This design comes from an exercise in tuning for small area, a short achievable clock period and few clock cycles per item on the open sky130 flow, not from production work.
At most, simulation tests tie the RTL to the original design; equivalence was not proved.
The RTL of runs 1, 3 and 4 was laid out without a check of its function.
Power is estimated from default activity; no workload was simulated.

[design/flow/flow/run.sh]
#!/bin/bash
set -euo pipefail
cp standard.sh standard_sh.txt
export BUFFER_PORTS_ARGS="-buffer_cell sky130_fd_sc_hd__buf_1"
ARGS="IO_CONSTRAINTS=$PWD/flow/io.tcl"
bash standard.sh $ARGS synth > synth.log 2>&1
R=$PWD/orfs/results/$FLOW_PLATFORM/header_parser/base
cp $R/1_2_yosys.v standard_synth.v
python3 flow/rmux.py cut standard_synth.v cut.v > rmux_cut.log 2>&1
LIB=$FLOW_HOME/platforms/$FLOW_PLATFORM/lib/sky130_fd_sc_hd__tt_025C_1v80.lib \
IN=$PWD/cut.v OUT=$PWD/remapped.v TOP=$FLOW_TOP ABC_SCRIPT=$PWD/flow/remap.abc \
  yosys -c flow/remap.tcl > remap.log 2>&1
python3 flow/rmux.py add remapped.v final_synth.v > rmux_add.log 2>&1
cp final_synth.v $R/1_2_yosys.v
rm -f $R/1_synth.odb $R/1_synth.sdc
bash standard.sh $ARGS > standard.log 2>&1
[design/flow/flow/io.tcl]
# Keep the configuration port, the timestamp and the clock and reset on one
# edge, so the registers they feed cluster there, and keep the read port together.
set_io_pin_constraint -region left:* -pin_names {cfg_raddr[0] cfg_raddr[1] cfg_raddr[2] cfg_raddr[3] cfg_rdata[0] cfg_rdata[1] cfg_rdata[2] cfg_rdata[3] cfg_rdata[4] cfg_rdata[5] cfg_rdata[6] cfg_rdata[7] cfg_rdata[8] cfg_rdata[9] cfg_rdata[10] cfg_rdata[11] cfg_rdata[12] cfg_rdata[13] cfg_rdata[14] cfg_rdata[15] cfg_rdata[16] cfg_rdata[17] cfg_rdata[18] cfg_rdata[19] cfg_rdata[20] cfg_rdata[21] cfg_rdata[22] cfg_rdata[23] cfg_rdata[24] cfg_rdata[25] cfg_rdata[26] cfg_rdata[27] cfg_rdata[28] cfg_rdata[29] cfg_rdata[30] cfg_rdata[31] cfg_we cfg_waddr[0] cfg_waddr[1] cfg_waddr[2] cfg_waddr[3] cfg_wdata[0] cfg_wdata[1] cfg_wdata[2] cfg_wdata[3] cfg_wdata[4] cfg_wdata[5] cfg_wdata[6] cfg_wdata[7] cfg_wdata[8] cfg_wdata[9] cfg_wdata[10] cfg_wdata[11] cfg_wdata[12] cfg_wdata[13] cfg_wdata[14] cfg_wdata[15] cfg_wdata[16] cfg_wdata[17] cfg_wdata[18] cfg_wdata[19] cfg_wdata[20] cfg_wdata[21] cfg_wdata[22] cfg_wdata[23] cfg_wdata[24] cfg_wdata[25] cfg_wdata[26] cfg_wdata[27] cfg_wdata[28] cfg_wdata[29] cfg_wdata[30] cfg_wdata[31] timestamp_valid timestamp[0] timestamp[1] timestamp[2] timestamp[3] timestamp[4] timestamp[5] timestamp[6] timestamp[7] timestamp[8] timestamp[9] timestamp[10] timestamp[11] timestamp[12] timestamp[13] timestamp[14] timestamp[15] timestamp[16] timestamp[17] timestamp[18] timestamp[19] timestamp[20] timestamp[21] timestamp[22] timestamp[23] timestamp[24] timestamp[25] timestamp[26] timestamp[27] timestamp[28] timestamp[29] timestamp[30] timestamp[31] clk rst_n}
set_io_pin_constraint -group -pin_names {cfg_raddr[0] cfg_raddr[1] cfg_raddr[2] cfg_raddr[3] cfg_rdata[0] cfg_rdata[1] cfg_rdata[2] cfg_rdata[3] cfg_rdata[4] cfg_rdata[5] cfg_rdata[6] cfg_rdata[7] cfg_rdata[8] cfg_rdata[9] cfg_rdata[10] cfg_rdata[11] cfg_rdata[12] cfg_rdata[13] cfg_rdata[14] cfg_rdata[15] cfg_rdata[16] cfg_rdata[17] cfg_rdata[18] cfg_rdata[19] cfg_rdata[20] cfg_rdata[21] cfg_rdata[22] cfg_rdata[23] cfg_rdata[24] cfg_rdata[25] cfg_rdata[26] cfg_rdata[27] cfg_rdata[28] cfg_rdata[29] cfg_rdata[30] cfg_rdata[31]}
[design/flow/flow/remap.abc]
strash
dch
map -a
[design/flow/flow/remap.tcl]
# Re-map the combinational logic of the standard synthesis netlist with ABC
# (delay-targeted map, then sizing). Flip-flops are kept as they are: the
# flip-flop cells are read as black boxes, so their instances, names and
# types do not change. Run by yosys -c with LIB, IN and OUT in the environment.
yosys read_liberty -ignore_miss_func $::env(LIB)
yosys read_verilog $::env(IN)
yosys hierarchy -top $::env(TOP)
yosys blackbox sky130_fd_sc_hd__df*
yosys flatten
yosys rename -hide w:_*_.*
yosys opt_clean
yosys cd $::env(TOP)
yosys abc -liberty $::env(LIB) -dont_use sky130_fd_sc_hd__probe_p_8 -dont_use sky130_fd_sc_hd__probec_p_8 -dont_use sky130_fd_sc_hd__lpflow_bleeder_1 -dont_use sky130_fd_sc_hd__lpflow_clkbufkapwr_1 -dont_use sky130_fd_sc_hd__lpflow_clkbufkapwr_16 -dont_use sky130_fd_sc_hd__lpflow_clkbufkapwr_2 -dont_use sky130_fd_sc_hd__lpflow_clkbufkapwr_4 -dont_use sky130_fd_sc_hd__lpflow_clkbufkapwr_8 -dont_use sky130_fd_sc_hd__lpflow_clkinvkapwr_1 -dont_use sky130_fd_sc_hd__lpflow_clkinvkapwr_16 -dont_use sky130_fd_sc_hd__lpflow_clkinvkapwr_2 -dont_use sky130_fd_sc_hd__lpflow_clkinvkapwr_4 -dont_use sky130_fd_sc_hd__lpflow_clkinvkapwr_8 -dont_use sky130_fd_sc_hd__lpflow_decapkapwr_12 -dont_use sky130_fd_sc_hd__lpflow_decapkapwr_3 -dont_use sky130_fd_sc_hd__lpflow_decapkapwr_4 -dont_use sky130_fd_sc_hd__lpflow_decapkapwr_6 -dont_use sky130_fd_sc_hd__lpflow_decapkapwr_8 -dont_use sky130_fd_sc_hd__lpflow_inputiso0n_1 -dont_use sky130_fd_sc_hd__lpflow_inputiso0p_1 -dont_use sky130_fd_sc_hd__lpflow_inputiso1n_1 -dont_use sky130_fd_sc_hd__lpflow_inputiso1p_1 -dont_use sky130_fd_sc_hd__lpflow_inputisolatch_1 -dont_use sky130_fd_sc_hd__lpflow_isobufsrc_1 -dont_use sky130_fd_sc_hd__lpflow_isobufsrc_16 -dont_use sky130_fd_sc_hd__lpflow_isobufsrc_2 -dont_use sky130_fd_sc_hd__lpflow_isobufsrc_4 -dont_use sky130_fd_sc_hd__lpflow_isobufsrc_8 -dont_use sky130_fd_sc_hd__lpflow_isobufsrckapwr_16 -dont_use sky130_fd_sc_hd__lpflow_lsbuf_lh_hl_isowell_tap_1 -dont_use sky130_fd_sc_hd__lpflow_lsbuf_lh_hl_isowell_tap_2 -dont_use sky130_fd_sc_hd__lpflow_lsbuf_lh_hl_isowell_tap_4 -dont_use sky130_fd_sc_hd__lpflow_lsbuf_lh_isowell_4 -dont_use sky130_fd_sc_hd__lpflow_lsbuf_lh_isowell_tap_1 -dont_use sky130_fd_sc_hd__lpflow_lsbuf_lh_isowell_tap_2 -dont_use sky130_fd_sc_hd__lpflow_lsbuf_lh_isowell_tap_4  -script $::env(ABC_SCRIPT)
yosys opt_clean -purge
yosys stat -liberty $::env(LIB)
yosys cd
yosys select $::env(TOP)
yosys write_verilog -noattr -selected $::env(OUT)
[design/flow/flow/rmux.py]
#!/usr/bin/env python3
"""Replace the configuration read mux of a gate netlist by a hand-built one.

cut IN OUT : the cells that drive cfg_rdata now drive rmx_old instead, so the
             next synthesis step drops them as unused logic.
           The cell that drives out_valid is cut the same way, and a black-box
           placeholder drives out_valid until the add step.
add IN OUT : adds the out_valid logic (the beat-1 check) and the read mux, built from sky130 cells, driving cfg_rdata:
             a one-hot decode of cfg_raddr (one 4-input gate per register),
             then per bit AND-OR-INVERT gates (a22oi, sizable) of (select, register
             bit) pairs and a final NAND. Register bits are found as the Q nets of the
             flip-flops my_filter_core.my_configuration.<reg>[i].
"""
import re, sys

P = 'sky130_fd_sc_hd__'
DB = 0xDEADBEEF
# (address, register, width)
REGS = [(0, 'mac_lo', 32), (1, 'mac_hi', 16), (2, 'ethertype', 16), (3, 'ip_protocol', 8),
        (4, 'ip_base', 32), (5, 'ip_mask', 32), (6, 'udp_dst_port', 16)]


def cut(src):
    head, sep, body = src.partition('  wire [31:0] cfg_rdata;\n')
    assert sep, 'cfg_rdata declaration not found'
    n = body.count('(cfg_rdata[')
    assert n == 32, f'expected 32 cfg_rdata drivers, found {n}'
    body = body.replace('(cfg_rdata[', '(rmx_old[')
    # out_valid: its driver now drives ovx_old; a black-box placeholder drives
    # out_valid (other logic may read it) until the add step replaces it
    body, n = re.subn(r'\.([XY])\(out_valid\)', r'.\1(ovx_old)', body)
    assert n == 1, f'expected one out_valid driver, found {n}'
    body, sep2, tail = body.rpartition('endmodule')
    body += '  RMX_HOLD rmx_hold (.Y(out_valid));\n'
    tail += '\n(* blackbox *)\nmodule RMX_HOLD(Y);\n  output Y;\nendmodule\n'
    return head + sep + '  wire [31:0] rmx_old;\n  wire ovx_old;\n' + body + sep2 + tail


def add(src):
    q = {}
    for m in re.finditer(r'\n\s*' + P + r'df\w+\s+\\my_filter_core\.my_configuration\.(\w+)\[(\d+)\]\S*\s*\((.*?)\);', src, re.S):
        qm = re.search(r'\.Q\(\s*(.*?)\s*\)', m.group(3), re.S)
        q[(m.group(1), int(m.group(2)))] = qm.group(1)
    for _, r, w in REGS:
        for i in range(w):
            assert (r, i) in q, f'no flip-flop for {r}[{i}]'
    cells, wires = [], []
    def net(n):
        wires.append(n)
        return n
    def cell(typ, pins):
        name = f'rmx_c{len(cells)}'
        conns = ', '.join(f'.{p}({n} )' if n.startswith('\\') else f'.{p}({n})' for p, n in pins)
        cells.append(f'  {P}{typ} {name} ({conns});\n')
    a = [f'cfg_raddr[{i}]' for i in range(4)]
    sel = {}
    # one-hot decode, a3 must be 0 for addresses 0..6
    sel[0] = net('rmx_sel0'); cell('nor4_2', [('A', a[0]), ('B', a[1]), ('C', a[2]), ('D', a[3]), ('Y', sel[0])])
    sel[1] = net('rmx_sel1'); cell('nor4b_2', [('A', a[1]), ('B', a[2]), ('C', a[3]), ('D_N', a[0]), ('Y', sel[1])])
    sel[2] = net('rmx_sel2'); cell('nor4b_2', [('A', a[0]), ('B', a[2]), ('C', a[3]), ('D_N', a[1]), ('Y', sel[2])])
    sel[3] = net('rmx_sel3'); cell('and4bb_2', [('A_N', a[3]), ('B_N', a[2]), ('C', a[1]), ('D', a[0]), ('X', sel[3])])
    sel[4] = net('rmx_sel4'); cell('nor4b_2', [('A', a[0]), ('B', a[1]), ('C', a[3]), ('D_N', a[2]), ('Y', sel[4])])
    sel[5] = net('rmx_sel5'); cell('and4bb_2', [('A_N', a[3]), ('B_N', a[1]), ('C', a[2]), ('D', a[0]), ('X', sel[5])])
    sel[6] = net('rmx_sel6'); cell('and4bb_2', [('A_N', a[3]), ('B_N', a[0]), ('C', a[2]), ('D', a[1]), ('X', sel[6])])
    # high when the address reads the default value (7..15), and its inverse
    seld = net('rmx_seld'); cell('a31o_2', [('A1', a[2]), ('A2', a[1]), ('A3', a[0]), ('B1', a[3]), ('X', seld)])
    nseld = net('rmx_nseld'); cell('a31oi_2', [('A1', a[2]), ('A2', a[1]), ('A3', a[0]), ('B1', a[3]), ('Y', nseld)])
    for i in range(32):
        pairs = [(sel[ad], q[(r, i)]) for ad, r, w in REGS if i < w]
        db = (DB >> i) & 1
        parts = []
        # active-low partial sums: a22oi for two (select, bit) pairs; a left-over
        # pair takes the default term in an a21oi, or a nand2 without it
        while len(pairs) >= 2:
            (s0, q0), (s1, q1) = pairs[:2]
            pairs = pairs[2:]
            o = net(f'rmx_p{i}_{len(parts)}')
            cell('a22oi_1', [('A1', s0), ('A2', q0), ('B1', s1), ('B2', q1), ('Y', o)])
            parts.append(o)
        if pairs:
            (s0, q0), = pairs
            o = net(f'rmx_p{i}_{len(parts)}')
            if db:
                cell('a21oi_1', [('A1', s0), ('A2', q0), ('B1', seld), ('Y', o)])
                db = 0
            else:
                cell('nand2_1', [('A', s0), ('B', q0), ('Y', o)])
            parts.append(o)
        if db:
            parts.append(nseld)
        out = f'cfg_rdata[{i}]'
        if len(parts) == 1:
            cell('inv_1', [('A', parts[0]), ('Y', out)])
        else:
            typ = {2: 'nand2_1', 3: 'nand3_1', 4: 'nand4_1'}[len(parts)]
            cell(typ, [(p, n) for p, n in zip('ABCD', parts)] + [('Y', out)])
    # out_valid = in_valid & (pass | b1 & !in_last & beat1_ok), with beat1_ok
    # the beat-1 check: ip bytes 32,33 ({d[15:8], d[7:0]} & ip_mask[31:16] ==
    # ip_base[31:16]) and the UDP port (d[47:32] == udp_dst_port); d[k] is
    # in_data[255-k]. Mismatch bits, then a NOR/NAND tree.
    def ffq(name):
        m = re.search(r'\n\s*' + P + r'df\w+\s+\\' + re.escape(name) + r'\$\S*\s*\((.*?)\);', src, re.S)
        assert m, f'no flip-flop {name}'
        return re.search(r'\.Q\(\s*(.*?)\s*\)', m.group(1), re.S).group(1)
    qpass, qb1 = ffq('pass'), ffq('b1')
    mm = []
    for i in range(16):
        d = f'in_data[{255 - i}]'
        # mismatch = (d & mask) ^ base = xnor(nand(d, mask), base)
        x = net(f'ovx_x{i}'); cell('nand2_1', [('A', d), ('B', q[('ip_mask', 16 + i)]), ('Y', x)])
        m = net(f'ovx_m{i}'); cell('xnor2_1', [('A', x), ('B', q[('ip_base', 16 + i)]), ('Y', m)])
        mm.append(m)
    for i in range(16):
        d = f'in_data[{255 - 32 - i}]'
        m = net(f'ovx_m{16 + i}'); cell('xor2_1', [('A', d), ('B', q[('udp_dst_port', i)]), ('X', m)])
        mm.append(m)
    lvl, pol = mm, 1          # pol 1: signals are high on a mismatch
    n = 0
    while len(lvl) > 2:
        nxt = []
        for j in range(0, len(lvl), 2):
            o = net(f'ovx_t{n}'); n += 1
            cell('nor2_1' if pol else 'nand2_1', [('A', lvl[j]), ('B', lvl[j + 1]), ('Y', o)])
            nxt.append(o)
        lvl, pol = nxt, 1 - pol
    assert pol == 1 and len(lvl) == 2
    b1n = net('ovx_b1n'); cell('inv_1', [('A', qb1), ('Y', b1n)])
    t = net('ovx_t'); cell('nor4_2', [('A', b1n), ('B', 'in_last'), ('C', lvl[0]), ('D', lvl[1]), ('Y', t)])
    cell('o21a_2', [('A1', qpass), ('A2', t), ('B1', 'in_valid'), ('X', 'out_valid')])
    src, nh = re.subn(r'\n\s*RMX_HOLD\s+\\?rmx_hold\s*\(.*?\);', '', src, flags=re.S)
    assert nh == 1, 'placeholder not found'
    body, sep, tail = src.rpartition('endmodule')
    assert sep
    decl = ''.join(f'  wire {w};\n' for w in wires)
    return body + decl + ''.join(cells) + sep + tail


if __name__ == '__main__':
    mode, fin, fout = sys.argv[1:4]
    src = open(fin).read()
    open(fout, 'w').write({'cut': cut, 'add': add}[mode](src))
[design/flow/standard.sh]
#!/bin/bash
# synth_recipe.tcl (not shown) runs the flow's synth.tcl, then flattens the netlist and writes it again
# the make line also repeats each setting of config.mk as NAME=value (left out here)
make -C /OpenROAD-flow-scripts/flow DESIGN_CONFIG=/design/flow/config.mk WORK_HOME=/design/flow/orfs CLKGATE_MAP_FILE= SYNTH_SCRIPT=/design/flow/synth_recipe.tcl "${@:-finish}"
[design/flow/config.mk]
export PLATFORM = sky130hd
export DESIGN_NAME = header_parser
export DESIGN_NICKNAME = header_parser
export VERILOG_FILES = /design/flow/design.v
export SDC_FILE = /design/flow/constraint.sdc
export NUM_CORES = 4
export LEC_CHECK = 0
export CAP_MARGIN = 20
export CORE_MARGIN = 2
export CORE_UTILIZATION = 25
export PLACE_DENSITY = 0.5
export SETUP_SLACK_MARGIN = 2.0
export SLEW_MARGIN = 20
[design/flow/constraint.sdc]
create_clock -name core_clock -period 5.0 [get_ports {clk}]
set_input_delay 1.0000 -clock core_clock [delete_from_list [all_inputs] [get_ports {clk}]]
set_output_delay 1.0000 -clock core_clock [all_outputs]
set_load 0.01 [all_outputs]
[design/flow/design.v]
module cycle_counter (
    input  logic        clk,
    input  logic        load,
    output logic [31:0] cycle_count
);
    always_ff @(posedge clk) begin
        if (load) cycle_count <= 32'd1;
        else      cycle_count <= cycle_count + 32'd1;
    end
endmodule
module filter_config (
    input  logic        clk,         
    input  logic        rst_n,       
    input  logic        cfg_we,      
    input  logic [3:0]  cfg_waddr,   
    input  logic [31:0] cfg_wdata,   
    input  logic [3:0]  cfg_raddr,   
    output logic [31:0] cfg_rdata,   
    output logic [47:0] local_mac,       
    output logic [15:0] ethertype,       
    output logic [7:0]  ip_protocol,     
    output logic [31:0] ip_base,         
    output logic [31:0] ip_mask,         
    output logic [15:0] udp_dst_port     
);
    logic [31:0] mac_lo;     
    logic [15:0] mac_hi;     
    always_ff @(posedge clk or negedge rst_n) begin
        if (!rst_n) begin
            mac_lo         <= 32'hDEADBEEF;   
            mac_hi         <= 16'hCAFE;       
            ethertype      <= 16'h0800;       
            ip_protocol    <= 8'h11;          
            ip_base        <= 32'h0A000100;   
            ip_mask        <= 32'hFFFFFFFC;   
            udp_dst_port   <= 16'd25565;      
        end else if (cfg_we) begin
            case (cfg_waddr)
                4'h0: mac_lo         <= cfg_wdata;            
                4'h1: mac_hi         <= cfg_wdata[15:0];      
                4'h2: ethertype      <= cfg_wdata[15:0];      
                4'h3: ip_protocol    <= cfg_wdata[7:0];       
                4'h4: ip_base        <= cfg_wdata;            
                4'h5: ip_mask        <= cfg_wdata;            
                4'h6: udp_dst_port   <= cfg_wdata[15:0];      
                default: ;                                    
            endcase
        end
    end
    logic [31:0] r01, r23, r45, r67, r03, r47;
    assign r01 = cfg_raddr[0] ? {16'h0, mac_hi} : mac_lo;
    assign r23 = cfg_raddr[0] ? {24'h0, ip_protocol} : {16'h0, ethertype};
    assign r45 = cfg_raddr[0] ? ip_mask : ip_base;
    assign r67 = cfg_raddr[0] ? 32'hDEADBEEF : {16'h0, udp_dst_port};
    assign r03 = cfg_raddr[1] ? r23 : r01;
    assign r47 = cfg_raddr[1] ? r67 : r45;
    assign cfg_rdata = cfg_raddr[3] ? 32'hDEADBEEF : (cfg_raddr[2] ? r47 : r03);
    assign local_mac = {mac_hi, mac_lo};
endmodule
module filter_core(
    input  logic         clk,
    input  logic         rst_n,
    input  logic [255:0] data,
    input  logic         cfg_we,
    input  logic [3:0]   cfg_waddr,
    input  logic [31:0]  cfg_wdata,
    input  logic [3:0]   cfg_raddr,
    output logic [31:0]  cfg_rdata,
    output logic         beat0_ok,
    output logic         beat1_ok
);
    logic [47:0] cfg_local_mac;
    logic [15:0] cfg_ethertype;
    logic [7:0]  cfg_ip_protocol;
    logic [31:0] cfg_ip_base;
    logic [31:0] cfg_ip_mask;
    logic [15:0] cfg_dest_port;
    filter_config my_configuration (
        .clk,
        .rst_n,
        .cfg_we,
        .cfg_waddr,
        .cfg_wdata,
        .cfg_raddr,
        .cfg_rdata,
        .local_mac(cfg_local_mac),
        .ethertype(cfg_ethertype),
        .ip_protocol(cfg_ip_protocol),
        .ip_base(cfg_ip_base),
        .ip_mask(cfg_ip_mask),
        .udp_dst_port(cfg_dest_port)
    );
    assign beat0_ok = (data[47:0]    == cfg_local_mac) &&                     
                      (data[111:96]  == cfg_ethertype) &&                     
                      (data[119:112] == 8'h54) &&                             
                      (data[191:184] == cfg_ip_protocol) &&                   
                      ((data[255:240] & cfg_ip_mask[15:0]) == cfg_ip_base[15:0]);  
    assign beat1_ok = ((data[15:0] & cfg_ip_mask[31:16]) == cfg_ip_base[31:16]) &&  
                      (data[47:32] == cfg_dest_port);                              
endmodule
module header_parser (
    input  logic         clk,
    input  logic         rst_n,
    input  logic  [0:255]  in_data,
    input  logic  [31:0]   in_keep,
    input  logic           in_valid,
    input  logic           in_last,
    output logic  [0:255]  out_data,
    output logic  [0:31]   out_keep,
    output logic           out_valid,
    output logic           out_last,
    output logic           timestamp_valid,
    output logic  [31:0]   timestamp,
    input  logic           out_ready,
    output logic           in_ready,
    input  logic           cfg_we,
    input  logic  [3:0]    cfg_waddr,
    input  logic  [31:0]   cfg_wdata,
    input  logic  [3:0]    cfg_raddr,
    output logic  [31:0]   cfg_rdata
);
    localparam [31:0] HEADER_KEEP = 32'h0000_03FF;    
    typedef enum logic [1:0] {
        IDLE,     
        HDR1,     
        STREAM,   
        DROP      
    } parse_state;
    parse_state state, state_next;
    logic free, pass, b1;
    logic [255:0] d;
    assign d = in_data;
    logic beat0_ok, beat1_ok;
    filter_core my_filter_core (
        .clk,
        .rst_n,
        .data(d),
        .cfg_we,
        .cfg_waddr,
        .cfg_wdata,
        .cfg_raddr,
        .cfg_rdata,
        .beat0_ok,
        .beat1_ok
    );
    logic in_accept;
    assign in_accept = in_valid && in_ready;
    assign in_ready  = free || out_ready;
    assign out_valid = in_valid && (pass || (b1 && beat1_ok && !in_last));
    assign out_data  = in_data;
    assign out_keep  = b1 ? (in_keep & ~HEADER_KEEP) : in_keep;
    assign out_last  = in_last;
    always_comb begin
        state_next = state;
        case (state)
            IDLE:    if (in_accept) state_next = in_last ? IDLE : (beat0_ok ? HDR1 : DROP);
            HDR1:    if (in_accept) state_next = in_last ? IDLE : (out_valid ? STREAM : DROP);
            default: if (in_accept && in_last) state_next = IDLE;
        endcase
    end
    always_ff @(posedge clk or negedge rst_n) begin
        if (!rst_n) begin
            state           <= IDLE;
            free            <= 1'b1;
            pass            <= 1'b0;
            b1              <= 1'b0;
            timestamp_valid <= 1'b0;
        end else begin
            state           <= state_next;
            free            <= (state_next == IDLE) || (state_next == DROP);
            pass            <= (state_next == STREAM);
            b1              <= (state_next == HDR1);
            timestamp_valid <= in_accept && in_last && (state == STREAM);
        end
    end
    cycle_counter timestamper (
        .clk,
        .load(in_accept && state == IDLE),
        .cycle_count(timestamp)
    );
endmodule
==> results.txt, run 1 <==
outcome timing/DRC/antenna clean; Die Ht 203 um; total wire length 60600 um; Worst R2R Start timestamper.cycle_count[0]; layout cells sized above 1 23.4%; Mapped Cells 1195; GP Congestion 0.932; Crit Path Max Fanout 3; Setup crit end out_valid; drt first pass iters 6; final net count 1948; Worst-path clk slew 70 ps; Longest Clk Path Bufs 2; FF-to-FF End timestamper.cycle_count[12]; area grow syn2layout 42.8%; first-pass GRT wire length 80100 um; Clock Latency Late Sink 440 ps; Root Driver clkbuf_16; Max Slew Vio Count 0; Row Count 72; detailed placer's ending HPWL 46500 um; Critical Path Start in_data[240]; path type of the worst min-delay path register to register; initial antenna violation count 8; Least-Margin Pin Slew 953 ps; syn_nets 1529; die area 41200 um2; Die W 203 um; WP data required 4000 ps; PortBufs 325; global route overflow 0; Worst R2R Path Depth 28; Period minus WS final 3350 ps; critical path type input port to output port; # hold bufs at CTS 0; TritonCTS clock tree done; average size of a mapped cell 8.28 um2; Clock Skews 8.28 ps; P per Cell Area 368 nW/um2; post-route antenna net violation count 0; Leakage Power 0.00552 uW; critical path data arrival time 2350 ps; total track usage 28.1%; Via Count 11500; Max Freq 298 MHz; flop-to-flop setup slack 2130 ps; H-tree depth 4; setup TNS 0 ps; I/O pins 690; DRC viols 0; most frequent cells in the layout buf_1 (258), nand2_1 (207), o21ai_0 (144); # clock sinks 190; Hold Fails Final Rpt 0; # setup viols final 0; yosys warns 3; Final Power 5210 uW; Num CTS Buffers 17; largest net degree at the start of global routing 74; hold path start timestamper.cycle_count[0]; Peak supply drop 0.000261 V; vias in the first global route 10400; Vias/cell 5.35; RSZ-0062 raised after global routing true; max cap viols 0; slew margin rel. 36.5%; Critical Path Sink Type output port; DRT iter0 DRCs 1162; Starting Density 25.5%; Tcrit/Tclk final 67.0%; average wire per standard cell 28.2 um; Core Footprint 38800 um2; commonest non-fill, non-tap cell in the layout buf_1; CP startpoint kind input port; mapped cell area 9890 um2
## metrics by stage
step                instances  util (%)  worst slack (ps)  hold WS, ps  area [um2]
floorplan                1195         -              1700          431        9930
global placement         2052      30.7               943          405       11900
detailed placement       2052      30.7               901          411       11900
CTS                      2116      34.8              1720          419       13500
global route             2145      36.4              1580          453       14100
finish                   2146      36.4              1650          439       14100
## metal layers
| metal | global-route usage [%] | vias up | share of wire, % |
|---|---|---|---|
| li1 | - | 4966 | - |
| met1 | 36.9 | 5435 | 41 |
| met2 | 38.4 | 941 | 40 |
| met3 | 13.6 | 125 | 14 |
| met4 | 11.4 | 18 | 4.0 |
| met5 | 7.38 | - | 0.74 |
## what timing repair did
item | 4_1_cts | 5_1_grt
setup endpoints to repair | 46 | 53
pin swaps | 39 | 59
resized for setup | 171 | 101
buffers inserted | 21 | 26
gates cloned | 11 | 3
## worst min-delay path by stage
stage,to,slack (ps),depth (start not counted)
2_1_floorplan,timestamper.cycle_count[0],430,1
5_1_grt,timestamper.cycle_count[0],450,1
3_5_place_dp,timestamper.cycle_count[0],410,1
3_3_place_gp,timestamper.cycle_count[0],400,1
6_report,timestamper.cycle_count[0],440,1
4_1_cts,timestamper.cycle_count[0],420,1
## worst max-delay path, stage by stage
cell     delay, ps
buf_1           90
buf_6          140
nand2_4         50
xnor2_1        130
nor2_1         110
nand2_1         70
nor2_1         120
nand2_2        130
nor4_4         250
o21a_2         160
buf_6          100
## power by group
group / total, uW / leakage, uW / internal [uW] / switching (uW)
Combinational: 1330 / 0.00316 / 529 / 801
Sequential: 2430 / 0.00208 / 1960 / 475
Clock: 1440 / 0.000286 / 828 / 616
Total: 5210 / 0.00552 / 3310 / 1890
## state kept, by name (all words and copies together), names as in the netlist
register / flops
my_filter_core.my_configuration.ip_base: 32
my_filter_core.my_configuration.ip_mask: 32
my_filter_core.my_configuration.mac_lo: 32
timestamper.cycle_count: 32
my_filter_core.my_configuration.ethertype: 16
my_filter_core.my_configuration.mac_hi: 16
my_filter_core.my_configuration.udp_dst_port: 16
my_filter_core.my_configuration.ip_protocol: 8
state: 2
b1: 1
free: 1
pass: 1
timestamp_valid: 1
## layout make-up
cell class	instances	area, um2
Antenna cell	1	2.50
Clock buffer	23	478
Clock inverter	9	134
Fill cell	4059	24700
Inverter	127	487
Multi-Input combinational cell	882	5320
Sequential cell	190	4700
Tap cell	518	648
Timing Repair Buffer	396	2350
==> run 2: changes to the inputs <==
--- a/design/flow/design.v
+++ b/design/flow/design.v
@@ -47,14 +47,18 @@
             endcase
         end
     end
-    logic [31:0] r01, r23, r45, r67, r03, r47;
-    assign r01 = cfg_raddr[0] ? {16'h0, mac_hi} : mac_lo;
-    assign r23 = cfg_raddr[0] ? {24'h0, ip_protocol} : {16'h0, ethertype};
-    assign r45 = cfg_raddr[0] ? ip_mask : ip_base;
-    assign r67 = cfg_raddr[0] ? 32'hDEADBEEF : {16'h0, udp_dst_port};
-    assign r03 = cfg_raddr[1] ? r23 : r01;
-    assign r47 = cfg_raddr[1] ? r67 : r45;
-    assign cfg_rdata = cfg_raddr[3] ? 32'hDEADBEEF : (cfg_raddr[2] ? r47 : r03);
+    always_comb begin
+        case (cfg_raddr)
+            4'h0: cfg_rdata = mac_lo;                         
+            4'h1: cfg_rdata = {16'h0, mac_hi};               
+            4'h2: cfg_rdata = {16'h0, ethertype};            
+            4'h3: cfg_rdata = {24'h0, ip_protocol};          
+            4'h4: cfg_rdata = ip_base;                       
+            4'h5: cfg_rdata = ip_mask;                       
+            4'h6: cfg_rdata = {16'h0, udp_dst_port};         
+            default: cfg_rdata = 32'hDEADBEEF;               
+        endcase
+    end
     assign local_mac = {mac_hi, mac_lo};
 endmodule
 module filter_core(
@@ -120,9 +124,11 @@
     output logic  [31:0]   cfg_rdata
 );
     localparam [31:0] HEADER_KEEP = 32'h0000_03FF;    
-    typedef enum logic [1:0] {
+    typedef enum logic [2:0] {
         IDLE,     
         HDR1,     
+        HDR1_OK,  
+        HDR1_NG,  
         STREAM,   
         DROP      
     } parse_state;
@@ -145,8 +151,8 @@
     );
     logic in_accept;
     assign in_accept = in_valid && in_ready;
-    assign in_ready  = free || out_ready;
-    assign out_valid = in_valid && (pass || (b1 && beat1_ok && !in_last));
+    assign in_ready  = free || (pass && out_ready);
+    assign out_valid = in_valid && pass;
     assign out_data  = in_data;
     assign out_keep  = b1 ? (in_keep & ~HEADER_KEEP) : in_keep;
     assign out_last  = in_last;
@@ -154,7 +160,9 @@
         state_next = state;
         case (state)
             IDLE:    if (in_accept) state_next = in_last ? IDLE : (beat0_ok ? HDR1 : DROP);
-            HDR1:    if (in_accept) state_next = in_last ? IDLE : (out_valid ? STREAM : DROP);
+            HDR1:    if (in_valid)  state_next = (beat1_ok && !in_last) ? HDR1_OK : HDR1_NG;
+            HDR1_OK: if (in_accept) state_next = STREAM;    
+            HDR1_NG: if (in_accept) state_next = in_last ? IDLE : DROP;
             default: if (in_accept && in_last) state_next = IDLE;
         endcase
     end
@@ -167,9 +175,9 @@
             timestamp_valid <= 1'b0;
         end else begin
             state           <= state_next;
-            free            <= (state_next == IDLE) || (state_next == DROP);
-            pass            <= (state_next == STREAM);
-            b1              <= (state_next == HDR1);
+            free            <= (state_next == IDLE) || (state_next == HDR1_NG) || (state_next == DROP);
+            pass            <= (state_next == HDR1_OK) || (state_next == STREAM);
+            b1              <= (state_next == HDR1_OK);
             timestamp_valid <= in_accept && in_last && (state == STREAM);
         end
     end
--- a/design/flow/flow/rmux.py
+++ b/design/flow/flow/rmux.py
@@ -1,11 +1,12 @@
 #!/usr/bin/env python3
 """Replace the configuration read mux of a gate netlist by a hand-built one.
 
-cut IN OUT : the cells that drive cfg_rdata now drive rmx_old instead, so the
+cut IN OUT [ov] : the cells that drive cfg_rdata now drive rmx_old instead, so the
              next synthesis step drops them as unused logic.
-           The cell that drives out_valid is cut the same way, and a black-box
-           placeholder drives out_valid until the add step.
-add IN OUT : adds the out_valid logic (the beat-1 check) and the read mux, built from sky130 cells, driving cfg_rdata:
+           With ov, the cell that drives out_valid is cut the same way, and a
+           black-box placeholder drives out_valid until the add step.
+add IN OUT [ov] : adds the read mux (and with ov the out_valid logic, the beat-1
+             check), built from sky130 cells, driving cfg_rdata:
              a one-hot decode of cfg_raddr (one 4-input gate per register),
              then per bit AND-OR-INVERT gates (a22oi, sizable) of (select, register
              bit) pairs and a final NAND. Register bits are found as the Q nets of the
@@ -20,7 +21,7 @@
         (4, 'ip_base', 32), (5, 'ip_mask', 32), (6, 'udp_dst_port', 16)]
 
 
-def cut(src):
+def cut(src, ov):
     head, sep, body = src.partition('  wire [31:0] cfg_rdata;\n')
     assert sep, 'cfg_rdata declaration not found'
     n = body.count('(cfg_rdata[')
@@ -28,6 +29,8 @@
     body = body.replace('(cfg_rdata[', '(rmx_old[')
     # out_valid: its driver now drives ovx_old; a black-box placeholder drives
     # out_valid (other logic may read it) until the add step replaces it
+    if not ov:
+        return head + sep + '  wire [31:0] rmx_old;\n' + body
     body, n = re.subn(r'\.([XY])\(out_valid\)', r'.\1(ovx_old)', body)
     assert n == 1, f'expected one out_valid driver, found {n}'
     body, sep2, tail = body.rpartition('endmodule')
@@ -36,7 +39,7 @@
     return head + sep + '  wire [31:0] rmx_old;\n  wire ovx_old;\n' + body + sep2 + tail
 
 
-def add(src):
+def add(src, ov):
     q = {}
     for m in re.finditer(r'\n\s*' + P + r'df\w+\s+\\my_filter_core\.my_configuration\.(\w+)\[(\d+)\]\S*\s*\((.*?)\);', src, re.S):
         qm = re.search(r'\.Q\(\s*(.*?)\s*\)', m.group(3), re.S)
@@ -53,19 +56,30 @@
         conns = ', '.join(f'.{p}({n} )' if n.startswith('\\') else f'.{p}({n})' for p, n in pins)
         cells.append(f'  {P}{typ} {name} ({conns});\n')
     a = [f'cfg_raddr[{i}]' for i in range(4)]
-    sel = {}
-    # one-hot decode, a3 must be 0 for addresses 0..6
-    sel[0] = net('rmx_sel0'); cell('nor4_2', [('A', a[0]), ('B', a[1]), ('C', a[2]), ('D', a[3]), ('Y', sel[0])])
-    sel[1] = net('rmx_sel1'); cell('nor4b_2', [('A', a[1]), ('B', a[2]), ('C', a[3]), ('D_N', a[0]), ('Y', sel[1])])
-    sel[2] = net('rmx_sel2'); cell('nor4b_2', [('A', a[0]), ('B', a[2]), ('C', a[3]), ('D_N', a[1]), ('Y', sel[2])])
-    sel[3] = net('rmx_sel3'); cell('and4bb_2', [('A_N', a[3]), ('B_N', a[2]), ('C', a[1]), ('D', a[0]), ('X', sel[3])])
-    sel[4] = net('rmx_sel4'); cell('nor4b_2', [('A', a[0]), ('B', a[1]), ('C', a[3]), ('D_N', a[2]), ('Y', sel[4])])
-    sel[5] = net('rmx_sel5'); cell('and4bb_2', [('A_N', a[3]), ('B_N', a[1]), ('C', a[2]), ('D', a[0]), ('X', sel[5])])
-    sel[6] = net('rmx_sel6'); cell('and4bb_2', [('A_N', a[3]), ('B_N', a[0]), ('C', a[2]), ('D', a[1]), ('X', sel[6])])
-    # high when the address reads the default value (7..15), and its inverse
-    seld = net('rmx_seld'); cell('a31o_2', [('A1', a[2]), ('A2', a[1]), ('A3', a[0]), ('B1', a[3]), ('X', seld)])
-    nseld = net('rmx_nseld'); cell('a31oi_2', [('A1', a[2]), ('A2', a[1]), ('A3', a[0]), ('B1', a[3]), ('Y', nseld)])
+    # one-hot decode, a3 must be 0 for addresses 0..6; one decoder per byte
+    # of cfg_rdata, so each select drives at most 8 gates
+    def decoder(g, ads):
+        sel = {}
+        def s_(k, typ, pins):
+            sel[k] = net(f'rmx_g{g}_sel{k}')
+            cell(typ, pins + [('X' if typ.startswith('and') else 'Y', sel[k])])
+        if 0 in ads: s_(0, 'nor4_2', [('A', a[0]), ('B', a[1]), ('C', a[2]), ('D', a[3])])
+        if 1 in ads: s_(1, 'nor4b_2', [('A', a[1]), ('B', a[2]), ('C', a[3]), ('D_N', a[0])])
+        if 2 in ads: s_(2, 'nor4b_2', [('A', a[0]), ('B', a[2]), ('C', a[3]), ('D_N', a[1])])
+        if 3 in ads: s_(3, 'and4bb_2', [('A_N', a[3]), ('B_N', a[2]), ('C', a[1]), ('D', a[0])])
+        if 4 in ads: s_(4, 'nor4b_2', [('A', a[0]), ('B', a[1]), ('C', a[3]), ('D_N', a[2])])
+        if 5 in ads: s_(5, 'and4bb_2', [('A_N', a[3]), ('B_N', a[1]), ('C', a[2]), ('D', a[0])])
+        if 6 in ads: s_(6, 'and4bb_2', [('A_N', a[3]), ('B_N', a[0]), ('C', a[2]), ('D', a[1])])
+        # high when the address reads the default value (7..15), and its inverse
+        sel['d'] = net(f'rmx_g{g}_seld')
+        cell('a31o_2', [('A1', a[2]), ('A2', a[1]), ('A3', a[0]), ('B1', a[3]), ('X', sel['d'])])
+        sel['nd'] = net(f'rmx_g{g}_nseld')
+        cell('a31oi_2', [('A1', a[2]), ('A2', a[1]), ('A3', a[0]), ('B1', a[3]), ('Y', sel['nd'])])
+        return sel
+    sels = [decoder(g, {ad for ad, r, w in REGS if 8 * g < w}) for g in range(4)]
     for i in range(32):
+        sel = sels[i // 8]
+        seld, nseld = sel['d'], sel['nd']
         pairs = [(sel[ad], q[(r, i)]) for ad, r, w in REGS if i < w]
         db = (DB >> i) & 1
         parts = []
@@ -102,6 +116,10 @@
         m = re.search(r'\n\s*' + P + r'df\w+\s+\\' + re.escape(name) + r'\$\S*\s*\((.*?)\);', src, re.S)
         assert m, f'no flip-flop {name}'
         return re.search(r'\.Q\(\s*(.*?)\s*\)', m.group(1), re.S).group(1)
+    if not ov:
+        body, sep, tail = src.rpartition('endmodule')
+        decl = ''.join(f'  wire {w};\n' for w in wires)
+        return body + decl + ''.join(cells) + sep + tail
     qpass, qb1 = ffq('pass'), ffq('b1')
     mm = []
     for i in range(16):
@@ -137,5 +155,6 @@
 
 if __name__ == '__main__':
     mode, fin, fout = sys.argv[1:4]
+    ov = sys.argv[4:5] == ['ov']      # also rebuild out_valid (no-stall design)
     src = open(fin).read()
-    open(fout, 'w').write({'cut': cut, 'add': add}[mode](src))
+    open(fout, 'w').write({'cut': cut, 'add': add}[mode](src, ov))
==> run 2 against run 1 <==
Compared with the run above:
- still clean
- sequential share of layout area rose by 1.9 points
- worst hold slack got worse by 2.5 ps
- synthesized area is 3.0% lower
- non-clock buffer count down 17
- fmax is 3.2% higher
- utilization shrank 0.89 points
- flip-flop and latch count is 1 higher
- power rose by 0.79%
- via count is 9.0% lower
- combinational power is essentially flat
- critical endpoint is now cfg_rdata[9]
- largest power group unchanged
==> results.txt, run 2 <==
flop-to-flop setup slack 2200 ps; Core Footprint 37800 um2; P per Cell Area 391 nW/um2; Worst R2R Start my_filter_core.my_configuration.mac_lo[28]; first-pass GRT wire length 80700 um; post-route antenna net violation count 0; total wire length 61700 um; critical path type input port to output port; DRT iter0 DRCs 1027; Clock Skews 11.4 ps; Crit Path Max Fanout 8; most frequent cells in the layout buf_1 (286), nand2_1 (182), o21ai_0 (131); Period minus WS final 3250 ps; total track usage 30.3%; Tcrit/Tclk final 65.0%; average wire per standard cell 30.6 um; commonest non-fill, non-tap cell in the layout buf_1; vias in the first global route 9661; H-tree depth 4; Hold Fails Final Rpt 0; area grow syn2layout 39.8%; Worst-path clk slew 80 ps; global route overflow 0; Critical Path Sink Type output port; hold path start timestamper.cycle_count[0]; mapped cell area 9590 um2; slew margin rel. 46.8%; layout cells sized above 1 21.0%; Max Slew Vio Count 0; critical path data arrival time 2250 ps; initial antenna violation count 5; Peak supply drop 0.000185 V; final net count 1822; # hold bufs at CTS 0; Starting Density 25.4%; Vias/cell 5.19; Setup crit end cfg_rdata[9]; setup ws final 1750 ps; FF-to-FF End free; Critical Path Start cfg_raddr[0]; Max Freq 308 MHz; Num CTS Buffers 17; detailed placer's ending HPWL 49900 um; max cap viols 0; drt first pass iters 5; path type of the worst min-delay path register to register; syn_nets 1424; Longest Clk Path Bufs 2; Root Driver clkbuf_16; Worst R2R Path Depth 11; largest net degree at the start of global routing 65; TritonCTS clock tree done; Row Count 71; Clock Latency Late Sink 450 ps; WP data required 4000 ps; Die Ht 200 um; Least-Margin Pin Slew 796 ps; average size of a mapped cell 8.80 um2; # clock sinks 191; yosys warns 3; GP Congestion 0.989; Die W 200 um; DRC viols 0; DP Worst Slack 872 ps; I/O pins 690; CP startpoint kind input port; Mapped Cells 1090; Via Count 10400; PortBufs 325; RSZ-0062 raised after global routing true; die area 39900 um2; outcome timing/DRC/antenna clean; Leakage Power 0.00511 uW; setup TNS 0 ps; # setup viols final 0
==> run 2: final cells by class <==
class	count	area, um2
well taps	511	639
repair buffers	379	2060
diodes	2	5.00
fillers	3955	24300
clock buffers	18	450
inverters	89	334
flip-flops and latches	191	4720
clock inverters	14	151
multi-input cells	810	5040
==> run 2: worst min path at each step <==
| stage | endpoint | slack (ps) | cells past startpoint |
|---|---|---|---|
| after floorplan | timestamp_valid | 430 | 1 |
| after global placement | timestamper.cycle_count[0] | 410 | 1 |
| after detailed placement | timestamper.cycle_count[0] | 420 | 1 |
| after CTS | timestamper.cycle_count[0] | 430 | 1 |
| after global routing | timestamper.cycle_count[0] | 460 | 1 |
| final | timestamper.cycle_count[0] | 440 | 1 |
==> run 2: where the power goes <==
part,internal [uW],leakage [uW],switching [uW]
clock,708,0.000296,721
combinational,525,0.00272,837
sequential,1980,0.00209,478
total,3210,0.00511,2040
==> run 2: routing by layer <==
metal | track usage [%] | up-vias | wire length, um
li1 | - | 4596 | -
met1 | 37.8 | 4906 | 24300
met2 | 40.1 | 792 | 23900
met3 | 18.8 | 140 | 10100
met4 | 13.8 | 14 | 3020
met5 | 6.30 | - | 377
==> run 2: worst max-delay path, stage by stage <==
cell and delay (ps):
buf_16 120, buf_8 130, nor4b_4 290, buf_4 200, a22oi_2 80, nand4_1 230, buf_4 190
==> run 2: repair_timing <==
| item | in CTS | in global routing |
|---|---|---|
| pin swaps | 43 | 34 |
| hold endpoints to repair | 0 | 0 |
| cloned | 4 | 0 |
| endpoints found under the setup margin | 36 | 39 |
| setup buffers | 21 | 15 |
| gates resized for setup | 164 | 42 |
==> run 2: metrics by stage <==
stage	area, um2	hold WS (ps)	total power, uW	utilization [%]	instances
after detailed placement	11600	415	3670	30.7	1940
after CTS	13100	435	5210	34.7	1997
final	13400	437	5250	35.5	2014
after global placement	11600	406	3670	30.7	1940
after floorplan	9600	432	2920	-	1090
after global routing	13400	464	5490	35.5	2012
Testbench counts of run 2, summed over its fixed seeds: cycles 28,240, packets 2,400.
==> run 3: changes to the inputs <==
--- a/design/flow/design.v
+++ b/design/flow/design.v
@@ -47,18 +47,14 @@
             endcase
         end
     end
-    always_comb begin
-        case (cfg_raddr)
-            4'h0: cfg_rdata = mac_lo;                         
-            4'h1: cfg_rdata = {16'h0, mac_hi};               
-            4'h2: cfg_rdata = {16'h0, ethertype};            
-            4'h3: cfg_rdata = {24'h0, ip_protocol};          
-            4'h4: cfg_rdata = ip_base;                       
-            4'h5: cfg_rdata = ip_mask;                       
-            4'h6: cfg_rdata = {16'h0, udp_dst_port};         
-            default: cfg_rdata = 32'hDEADBEEF;               
-        endcase
-    end
+    logic [31:0] r01, r23, r45, r67, r03, r47;
+    assign r01 = cfg_raddr[0] ? {16'h0, mac_hi} : mac_lo;
+    assign r23 = cfg_raddr[0] ? {24'h0, ip_protocol} : {16'h0, ethertype};
+    assign r45 = cfg_raddr[0] ? ip_mask : ip_base;
+    assign r67 = cfg_raddr[0] ? 32'hDEADBEEF : {16'h0, udp_dst_port};
+    assign r03 = cfg_raddr[1] ? r23 : r01;
+    assign r47 = cfg_raddr[1] ? r67 : r45;
+    assign cfg_rdata = cfg_raddr[3] ? 32'hDEADBEEF : (cfg_raddr[2] ? r47 : r03);
     assign local_mac = {mac_hi, mac_lo};
 endmodule
 module filter_core(
@@ -124,16 +120,15 @@
     output logic  [31:0]   cfg_rdata
 );
     localparam [31:0] HEADER_KEEP = 32'h0000_03FF;    
-    typedef enum logic [2:0] {
+    typedef enum logic [1:0] {
         IDLE,     
         HDR1,     
-        HDR1_OK,  
-        HDR1_NG,  
         STREAM,   
         DROP      
     } parse_state;
     parse_state state, state_next;
     logic free, pass, b1;
+    logic b0ok;    
     logic [255:0] d;
     assign d = in_data;
     logic beat0_ok, beat1_ok;
@@ -151,18 +146,16 @@
     );
     logic in_accept;
     assign in_accept = in_valid && in_ready;
-    assign in_ready  = free || (pass && out_ready);
-    assign out_valid = in_valid && pass;
+    assign in_ready  = free || out_ready || (b1 && !b0ok);
+    assign out_valid = in_valid && (pass || (b1 && b0ok && beat1_ok && !in_last));
     assign out_data  = in_data;
     assign out_keep  = b1 ? (in_keep & ~HEADER_KEEP) : in_keep;
     assign out_last  = in_last;
     always_comb begin
         state_next = state;
         case (state)
-            IDLE:    if (in_accept) state_next = in_last ? IDLE : (beat0_ok ? HDR1 : DROP);
-            HDR1:    if (in_valid)  state_next = (beat1_ok && !in_last) ? HDR1_OK : HDR1_NG;
-            HDR1_OK: if (in_accept) state_next = STREAM;    
-            HDR1_NG: if (in_accept) state_next = in_last ? IDLE : DROP;
+            IDLE:    if (in_accept) state_next = in_last ? IDLE : HDR1;
+            HDR1:    if (in_accept) state_next = in_last ? IDLE : (out_valid ? STREAM : DROP);
             default: if (in_accept && in_last) state_next = IDLE;
         endcase
     end
@@ -175,11 +168,15 @@
             timestamp_valid <= 1'b0;
         end else begin
             state           <= state_next;
-            free            <= (state_next == IDLE) || (state_next == HDR1_NG) || (state_next == DROP);
-            pass            <= (state_next == HDR1_OK) || (state_next == STREAM);
-            b1              <= (state_next == HDR1_OK);
+            free            <= (state_next == IDLE) || (state_next == DROP);
+            pass            <= (state_next == STREAM);
+            b1              <= (state_next == HDR1);
             timestamp_valid <= in_accept && in_last && (state == STREAM);
         end
+    end
+    always_ff @(posedge clk) begin
+        if (state == IDLE)
+            b0ok <= beat0_ok;
     end
     cycle_counter timestamper (
         .clk,
==> design/flow/flow/run.sh (replaced) <==
#!/bin/bash
set -euo pipefail
cp standard.sh standard_sh.txt
export BUFFER_PORTS_ARGS="-buffer_cell sky130_fd_sc_hd__buf_1"
ARGS="IO_CONSTRAINTS=$PWD/flow/io.tcl"
bash standard.sh $ARGS synth > synth.log 2>&1
R=$PWD/orfs/results/$FLOW_PLATFORM/header_parser/base
cp $R/1_2_yosys.v standard_synth.v
python3 flow/rmux.py cut standard_synth.v cut.v ov > rmux_cut.log 2>&1
LIB=$FLOW_HOME/platforms/$FLOW_PLATFORM/lib/sky130_fd_sc_hd__tt_025C_1v80.lib \
IN=$PWD/cut.v OUT=$PWD/remapped.v TOP=$FLOW_TOP ABC_SCRIPT=$PWD/flow/remap.abc \
  yosys -c flow/remap.tcl > remap.log 2>&1
python3 flow/rmux.py add remapped.v final_synth.v ov > rmux_add.log 2>&1
cp final_synth.v $R/1_2_yosys.v
rm -f $R/1_synth.odb $R/1_synth.sdc
bash standard.sh $ARGS > standard.log 2>&1
--- a/design/flow/flow/remap.tcl
+++ b/design/flow/flow/remap.tcl
@@ -5,7 +5,7 @@
 yosys read_liberty -ignore_miss_func $::env(LIB)
 yosys read_verilog $::env(IN)
 yosys hierarchy -top $::env(TOP)
-yosys blackbox sky130_fd_sc_hd__df*
+yosys blackbox sky130_fd_sc_hd__df* sky130_fd_sc_hd__edf* sky130_fd_sc_hd__sdf* sky130_fd_sc_hd__dl*
 yosys flatten
 yosys rename -hide w:_*_.*
 yosys opt_clean
--- a/design/flow/flow/rmux.py
+++ b/design/flow/flow/rmux.py
@@ -41,7 +41,7 @@
 
 def add(src, ov):
     q = {}
-    for m in re.finditer(r'\n\s*' + P + r'df\w+\s+\\my_filter_core\.my_configuration\.(\w+)\[(\d+)\]\S*\s*\((.*?)\);', src, re.S):
+    for m in re.finditer(r'\n\s*' + P + r'\w*df\w+\s+\\my_filter_core\.my_configuration\.(\w+)\[(\d+)\]\S*\s*\((.*?)\);', src, re.S):
         qm = re.search(r'\.Q\(\s*(.*?)\s*\)', m.group(3), re.S)
         q[(m.group(1), int(m.group(2)))] = qm.group(1)
     for _, r, w in REGS:
@@ -108,12 +108,12 @@
         else:
             typ = {2: 'nand2_1', 3: 'nand3_1', 4: 'nand4_1'}[len(parts)]
             cell(typ, [(p, n) for p, n in zip('ABCD', parts)] + [('Y', out)])
-    # out_valid = in_valid & (pass | b1 & !in_last & beat1_ok), with beat1_ok
+    # out_valid = in_valid & (pass | b1 [& b0ok] & !in_last & beat1_ok), with beat1_ok
     # the beat-1 check: ip bytes 32,33 ({d[15:8], d[7:0]} & ip_mask[31:16] ==
     # ip_base[31:16]) and the UDP port (d[47:32] == udp_dst_port); d[k] is
     # in_data[255-k]. Mismatch bits, then a NOR/NAND tree.
     def ffq(name):
-        m = re.search(r'\n\s*' + P + r'df\w+\s+\\' + re.escape(name) + r'\$\S*\s*\((.*?)\);', src, re.S)
+        m = re.search(r'\n\s*' + P + r'\w*df\w+\s+\\' + re.escape(name) + r'\$\S*\s*\((.*?)\);', src, re.S)
         assert m, f'no flip-flop {name}'
         return re.search(r'\.Q\(\s*(.*?)\s*\)', m.group(1), re.S).group(1)
     if not ov:
@@ -142,7 +142,13 @@
             nxt.append(o)
         lvl, pol = nxt, 1 - pol
     assert pol == 1 and len(lvl) == 2
-    b1n = net('ovx_b1n'); cell('inv_1', [('A', qb1), ('Y', b1n)])
+    # low when the input beat is beat 1 and beat 0 passed (b0ok, if the
+    # design keeps beat 0's verdict in its own flip-flop)
+    b1n = net('ovx_b1n')
+    if re.search(r'\n\s*' + P + r'\w*df\w+\s+\\b0ok\$', src):
+        cell('nand2_1', [('A', qb1), ('B', ffq('b0ok')), ('Y', b1n)])
+    else:
+        cell('inv_1', [('A', qb1), ('Y', b1n)])
     t = net('ovx_t'); cell('nor4_2', [('A', b1n), ('B', 'in_last'), ('C', lvl[0]), ('D', lvl[1]), ('Y', t)])
     cell('o21a_2', [('A1', qpass), ('A2', t), ('B1', 'in_valid'), ('X', 'out_valid')])
     src, nh = re.subn(r'\n\s*RMX_HOLD\s+\\?rmx_hold\s*\(.*?\);', '', src, flags=re.S)
==> run 3 against run 2 <==
Compared with the run above:
- utilization down 0.79 points
- clock-buffer cell count unchanged
- first-iteration DRC count up 28%
- clock skew up 3.8 ps
- final cell count up 5.9%
- synthesized cell count up 11%
==> results.txt, run 3 <==
post-route antenna net violation count 0; Via Count 11400; DP Worst Slack 935 ps; Mapped Cells 1208; Starting Density 25.4%; syn_nets 1542; Peak supply drop 0.000243 V; # clock sinks 191; post-route insts no fill 2133; slew margin rel. 43.9%; largest net degree at the start of global routing 76; Hold Fails Final Rpt 0; total track usage 30.9%; mapped cell area 10100 um2; vias in the first global route 10300; Clock Latency Late Sink 480 ps; DRT iter0 DRCs 1312; DRC viols 0; dpl cells 2073; Num CTS Buffers 17; WP data required 4000 ps; I/O pins 690; # hold bufs at CTS 0; Vias/cell 5.35; critical path data arrival time 2260 ps; Row Count 73; first-pass GRT wire length 86800 um; Least-Margin Pin Slew 821 ps; critical path type input port to output port; Critical Path Sink Type output port; Core Footprint 39900 um2; total wire length 66000 um; drt first pass iters 6; Crit Path Max Fanout 5; Tcrit/Tclk final 65.3%; PortBufs 325; max cap viols 0; initial antenna violation count 2; Max Slew Vio Count 0; path type of the worst min-delay path register to register; die area 42200 um2; Max Freq 306 MHz; yosys warns 3; area grow syn2layout 36.5%; Root Driver clkbuf_16; setup TNS 0 ps; H-tree depth 4; detailed placer's ending HPWL 54200 um; layout cells sized above 1 21.6%; TritonCTS clock tree done; Clock Skews 15.2 ps; Worst-path clk slew 80 ps; global route overflow 0; GP Congestion 1.04; CP startpoint kind input port; P per Cell Area 393 nW/um2; RSZ-0062 raised after global routing true; Period minus WS final 3260 ps; commonest non-fill, non-tap cell in the layout buf_1; most frequent cells in the layout buf_1 (257), nand2_1 (229), nor2_1 (139); Leakage Power 0.00520 uW; average wire per standard cell 30.9 um; setup ws final 1740 ps; Die Ht 205 um; average size of a mapped cell 8.40 um2; post-layout util 34.7%; outcome timing/DRC/antenna clean; Die W 205 um; final net count 1929; Longest Clk Path Bufs 2; # setup viols final 0; ant diodes 0
-- run 3: cell count changes in the layout (fill, tap and decap cells not counted), sizes merged, moves of 5 or more --
cell,previous run,this run
nor2,108,144
nor3,27,22
nand2,199,235
clkbuf,19,24
clkinv,89,96
or2,3,22
nand4,24,34
xnor2,41,70
buf,376,362
and2,0,7
xor2,64,34
-- run 3: final cells by class --
class                      instances  area [um2]
multi-input combinational        922        5510
clock buffer                      18         450
sequential                       191        4730
tap                              525         657
inverter                          95         357
clock inverter                    14         150
fill                            4194       26100
timing repair buffer             368        2010
-- run 3: per-stage QoR --
stage / hold slack [ps] / cell area (um2) / total power, uW
floorplan: 431 / 10200 / 3000
global placement: 412 / 12200 / 3860
CTS: 433 / 13600 / 5380
finish: 432 / 13900 / 5440
global route: 471 / 13900 / 5670
detailed placement: 414 / 12200 / 3850
-- run 3: repair_timing --
action | CTS | global route
cloned | 1 | 1
gates resized for setup | 199 | 51
pin swaps | 49 | 44
buffers inserted | 19 | 7
setup endpoints to repair | 35 | 35
-- run 3: metal layers --
metal / up-vias / track usage (%) / routed length (um) / part of all wire [%]
met5: - / 5.83 / 352 / 0.53
met4: 12 / 13.0 / 3060 / 4.6
met3: 140 / 18.7 / 10900 / 17
met2: 927 / 38.7 / 24300 / 37
met1: 5380 / 40.9 / 27300 / 41
li1: 4952 / - / - / -
-- run 3: critical path, cell delays in order --
cell and delay (ps):
buf_4 140, nand2_1 70, xnor2_1 130, nor2_1 150
nand2_1 80, nor2_2 140, nand2_2 100, nor4_2 210
o21a_2 160, buf_6 100
-- run 3: report_power, final --
group | internal (uW) | switching (uW)
Combinational | 551 | 814
Clock | 706 | 731
Sequential | 1980 | 660
Total | 3240 | 2210
-- run 3: worst paths after layout --
kind                                                        startpoint                                           to  slack [ps]  cells after the start
max in group asynchronous                                        rst_n  my_filter_core.my_configuration.ip_base[31]        3370                      2
min reg2reg                                 timestamper.cycle_count[0]                   timestamper.cycle_count[0]         430                      1
max reg2reg                my_filter_core.my_configuration.ip_mask[23]                                         free        2100                     10
min                                         timestamper.cycle_count[0]                   timestamper.cycle_count[0]         430                      1
max                                                       in_data[251]                                    out_valid        1740                     10
min in group asynchronous                                        rst_n  my_filter_core.my_configuration.ip_base[19]         510                      1
==> run 4: changes to the inputs <==
--- a/design/flow/flow/rmux.py
+++ b/design/flow/flow/rmux.py
@@ -5,7 +5,7 @@
              next synthesis step drops them as unused logic.
            With ov, the cell that drives out_valid is cut the same way, and a
            black-box placeholder drives out_valid until the add step.
-add IN OUT [ov] : adds the read mux (and with ov the out_valid logic, the beat-1
+add IN OUT [ov] [dup] : adds the read mux (and with ov the out_valid logic, the beat-1
              check), built from sky130 cells, driving cfg_rdata:
              a one-hot decode of cfg_raddr (one 4-input gate per register),
              then per bit AND-OR-INVERT gates (a22oi, sizable) of (select, register
@@ -39,7 +39,7 @@
     return head + sep + '  wire [31:0] rmx_old;\n  wire ovx_old;\n' + body + sep2 + tail
 
 
-def add(src, ov):
+def add(src, ov, dup):
     q = {}
     for m in re.finditer(r'\n\s*' + P + r'\w*df\w+\s+\\my_filter_core\.my_configuration\.(\w+)\[(\d+)\]\S*\s*\((.*?)\);', src, re.S):
         qm = re.search(r'\.Q\(\s*(.*?)\s*\)', m.group(3), re.S)
@@ -56,8 +56,8 @@
         conns = ', '.join(f'.{p}({n} )' if n.startswith('\\') else f'.{p}({n})' for p, n in pins)
         cells.append(f'  {P}{typ} {name} ({conns});\n')
     a = [f'cfg_raddr[{i}]' for i in range(4)]
-    # one-hot decode, a3 must be 0 for addresses 0..6; one decoder per byte
-    # of cfg_rdata, so each select drives at most 8 gates
+    # one-hot decode, a3 must be 0 for addresses 0..6; with dup, one decoder
+    # per byte of cfg_rdata, so each select drives at most 8 gates
     def decoder(g, ads):
         sel = {}
         def s_(k, typ, pins):
@@ -76,7 +76,10 @@
         sel['nd'] = net(f'rmx_g{g}_nseld')
         cell('a31oi_2', [('A1', a[2]), ('A2', a[1]), ('A3', a[0]), ('B1', a[3]), ('Y', sel['nd'])])
         return sel
-    sels = [decoder(g, {ad for ad, r, w in REGS if 8 * g < w}) for g in range(4)]
+    if dup:
+        sels = [decoder(g, {ad for ad, r, w in REGS if 8 * g < w}) for g in range(4)]
+    else:
+        sels = [decoder(0, {ad for ad, r, w in REGS})] * 4
     for i in range(32):
         sel = sels[i // 8]
         seld, nseld = sel['d'], sel['nd']
@@ -161,6 +164,7 @@
 
 if __name__ == '__main__':
     mode, fin, fout = sys.argv[1:4]
-    ov = sys.argv[4:5] == ['ov']      # also rebuild out_valid (no-stall design)
+    ov = 'ov' in sys.argv[4:]      # also rebuild out_valid (no-stall design)
+    dup = 'dup' in sys.argv[4:]    # one read-select decoder per byte
     src = open(fin).read()
-    open(fout, 'w').write({'cut': cut, 'add': add}[mode](src, ov))
+    open(fout, 'w').write(cut(src, ov) if mode == 'cut' else add(src, ov, dup))
==> run 4 against run 3 <==
Compared with the run above:
- clock skew is 7.4 ps higher
- setup slack worse by 190 ps
- design area is 0.31% higher
- register-to-register slack better by 160 ps
- critical path type unchanged
==> results.txt, run 4 <==
total track usage 31.6%; Leakage Power 0.00523 uW; final net count 1935; syn_nets 1528; clock share of power 25.9%; Peak supply drop 0.000194 V; commonest non-fill, non-tap cell in the layout buf_1; Root Driver clkbuf_16; average size of a mapped cell 8.35 um2; Net Sw Frac 40.8%; design area 13900 um2; Die Ht 204 um; Vias/cell 5.47; M1 GR Usage 39.4%; DP Area 12000 um2; detailed placer's ending HPWL 53400 um; critical path type input port to output port; setup TNS 0 ps; grt peak-use layer met1; WP data required 4000 ps; GR Util met3 21.3%; Tcrit/Tclk final 69.0%; DRC viols 0; post-route antenna net violation count 0; Clock Skews 22.6 ps; DP Worst Slack 793 ps; H-tree depth 4; initial antenna violation count 1; layout cells sized above 1 22.7%; area grow syn2layout 39.4%; Crit Path Max Fanout 4; slew margin rel. 40.7%; Max Slew Vio Count 0; I/O pins 690; Critical Path Sink Type output port; Hold Fails Final Rpt 0; TritonCTS clock tree done; P per Cell Area 389 nW/um2; # setup viols final 0; internal power 3200 uW; ant diodes 0; critical path data arrival time 2450 ps; critical path, cell by cell buf_1 > buf_4 > xor2_1 > nor2_1 > nand2_1 > nor2_1 > nand2_2 > nor4_4 > o21a_2 > buf_6; met2 usage 39.1%; Longest Clk Path Bufs 2; max cap viols 0; global route overflow 0; path type of the worst min-delay path register to register; setup ws final 1550 ps; Period minus WS final 3450 ps; Num CTS Buffers 17; GP Congestion 1.04; CP startpoint kind input port; largest net degree at the start of global routing 76; Worst-path clk slew 70 ps; Core Footprint 39500 um2; share of power burned in registers 49.2%; Row Count 73; yosys warns 3; total wire length 67300 um; Mapped Cells 1194; switching pwr 2200 uW; DRT iter0 DRCs 1335; drt first pass iters 8; slowest CP cell nor2_1; Final Power 5400 uW; Starting Density 25.2%; Via Count 11700; Least-Margin Pin Slew 881 ps; average wire per standard cell 31.4 um; RSZ-0062 raised after global routing true; mapped cell area 9970 um2; Critical Path Max Stage Delay 210 ps; outcome timing/DRC/antenna clean; Die W 204 um; # hold bufs at CTS 0; Max Freq 290 MHz; die area 41500 um2; first-pass GRT wire length 88800 um; power share of the combinational group 25.0%; CP most frequent cell nor2_1; # clock sinks 191; Clock Latency Late Sink 460 ps; vias in the first global route 10400; most frequent cells in the layout buf_1 (264), nand2_1 (224), nor2_1 (142); PortBufs 325
[run 4: final timing paths]
path | from | to | slack, ps | cells after the start
min reg2reg | timestamper.cycle_count[0] | timestamper.cycle_count[0] | 430 | 1
min | timestamper.cycle_count[0] | timestamper.cycle_count[0] | 430 | 1
max | in_data[219] | out_valid | 1550 | 10
max in group asynchronous | rst_n | my_filter_core.my_configuration.ethertype[12] | 3360 | 2
min in group asynchronous | rst_n | my_filter_core.my_configuration.ip_base[15] | 560 | 1
max reg2reg | my_filter_core.my_configuration.ip_mask[4] | b0ok | 2260 | 6
[run 4: through the flow]
| step | hold slack [ps] | std cells | utilization [%] |
|---|---|---|---|
| 3_3_place_gp | 405 | 2060 | 30.4 |
| 6_report | 435 | 2139 | 35.1 |
| 5_1_grt | 474 | 2139 | 35.1 |
| 2_1_floorplan | 431 | 1194 | - |
| 3_5_place_dp | 414 | 2060 | 30.4 |
| 4_1_cts | 432 | 2133 | 34.3 |
[run 4: layout make-up]
type	instances	area [um2]
inverters	95	357
clock inverters	14	163
fillers	4134	25600
multi-input cells	912	5460
repair buffers	384	2110
well taps	525	657
flip-flops and latches	191	4730
clock buffers	18	429
[run 4: repair_timing]
item | 4_1_cts | 5_1_grt
cloned | 10 | 1
gates resized for setup | 168 | 59
pin swaps | 41 | 37
endpoints found under the setup margin | 33 | 36
setup buffers | 31 | 5
[run 4: layer usage]
metal / up-vias / wire length, um
met4: 10 / 4380
met1: 5421 / 25200
met2: 1134 / 24600
met3: 191 / 12700
li1: 4934 / -
met5: - / 469
[run 4: critical path: cells and delay by family]
family	cells	cell delay [ps]
buf+inv	3	340
xor+xnor	1	170
simple gates	5	790
compound gates	1	160
[run 4: power groups by stage]
stage,clock network (uW),logic (uW),registers [uW]
floorplan,0,737,2260
global placement,0,1210,2610
detailed placement,0,1230,2590
CTS,1410,1300,2590
global route,1470,1480,2660
finish,1400,1350,2660

separate check: timing with driven ports:
The results above use ideal ports. As a check the final layouts listed here were re-extracted and re-timed, cells and wires unchanged. Step 1: set_driving_cell puts a clkbuf_16 on clk and a buf_2 on each other input, an assumption about the parent block. Step 2, shift: input delay + t, output delay - t, t = (earliest + latest rising clock arrival at the registers) / 2. This alone moves slack from input paths to output paths. Three values: no drivers, after step 1, after step 2; two values: the first two.
| run | shift t [ns] | setup WS [ns] | worst register clock-pin slew, ns |
|---|---|---|---|
| run 1 | 0.486 | 1.648 / 1.569 / 1.569 | 0.07 / 0.07 |
| run 2 | 0.495 | 1.751 / 1.670 / 1.565 | 0.08 / 0.08 |
| run 3 | 0.515 | 1.737 / 1.666 / 1.487 | 0.09 / 0.09 |
| run 4 | 0.489 | 1.550 / 1.530 / 1.530 | 0.10 / 0.10 |
After both steps setup and hold are still met in every run listed. For run 3, which loses most, drivers alone change the setup slack by -0.071 ns; drivers and shift together by -0.250 ns.
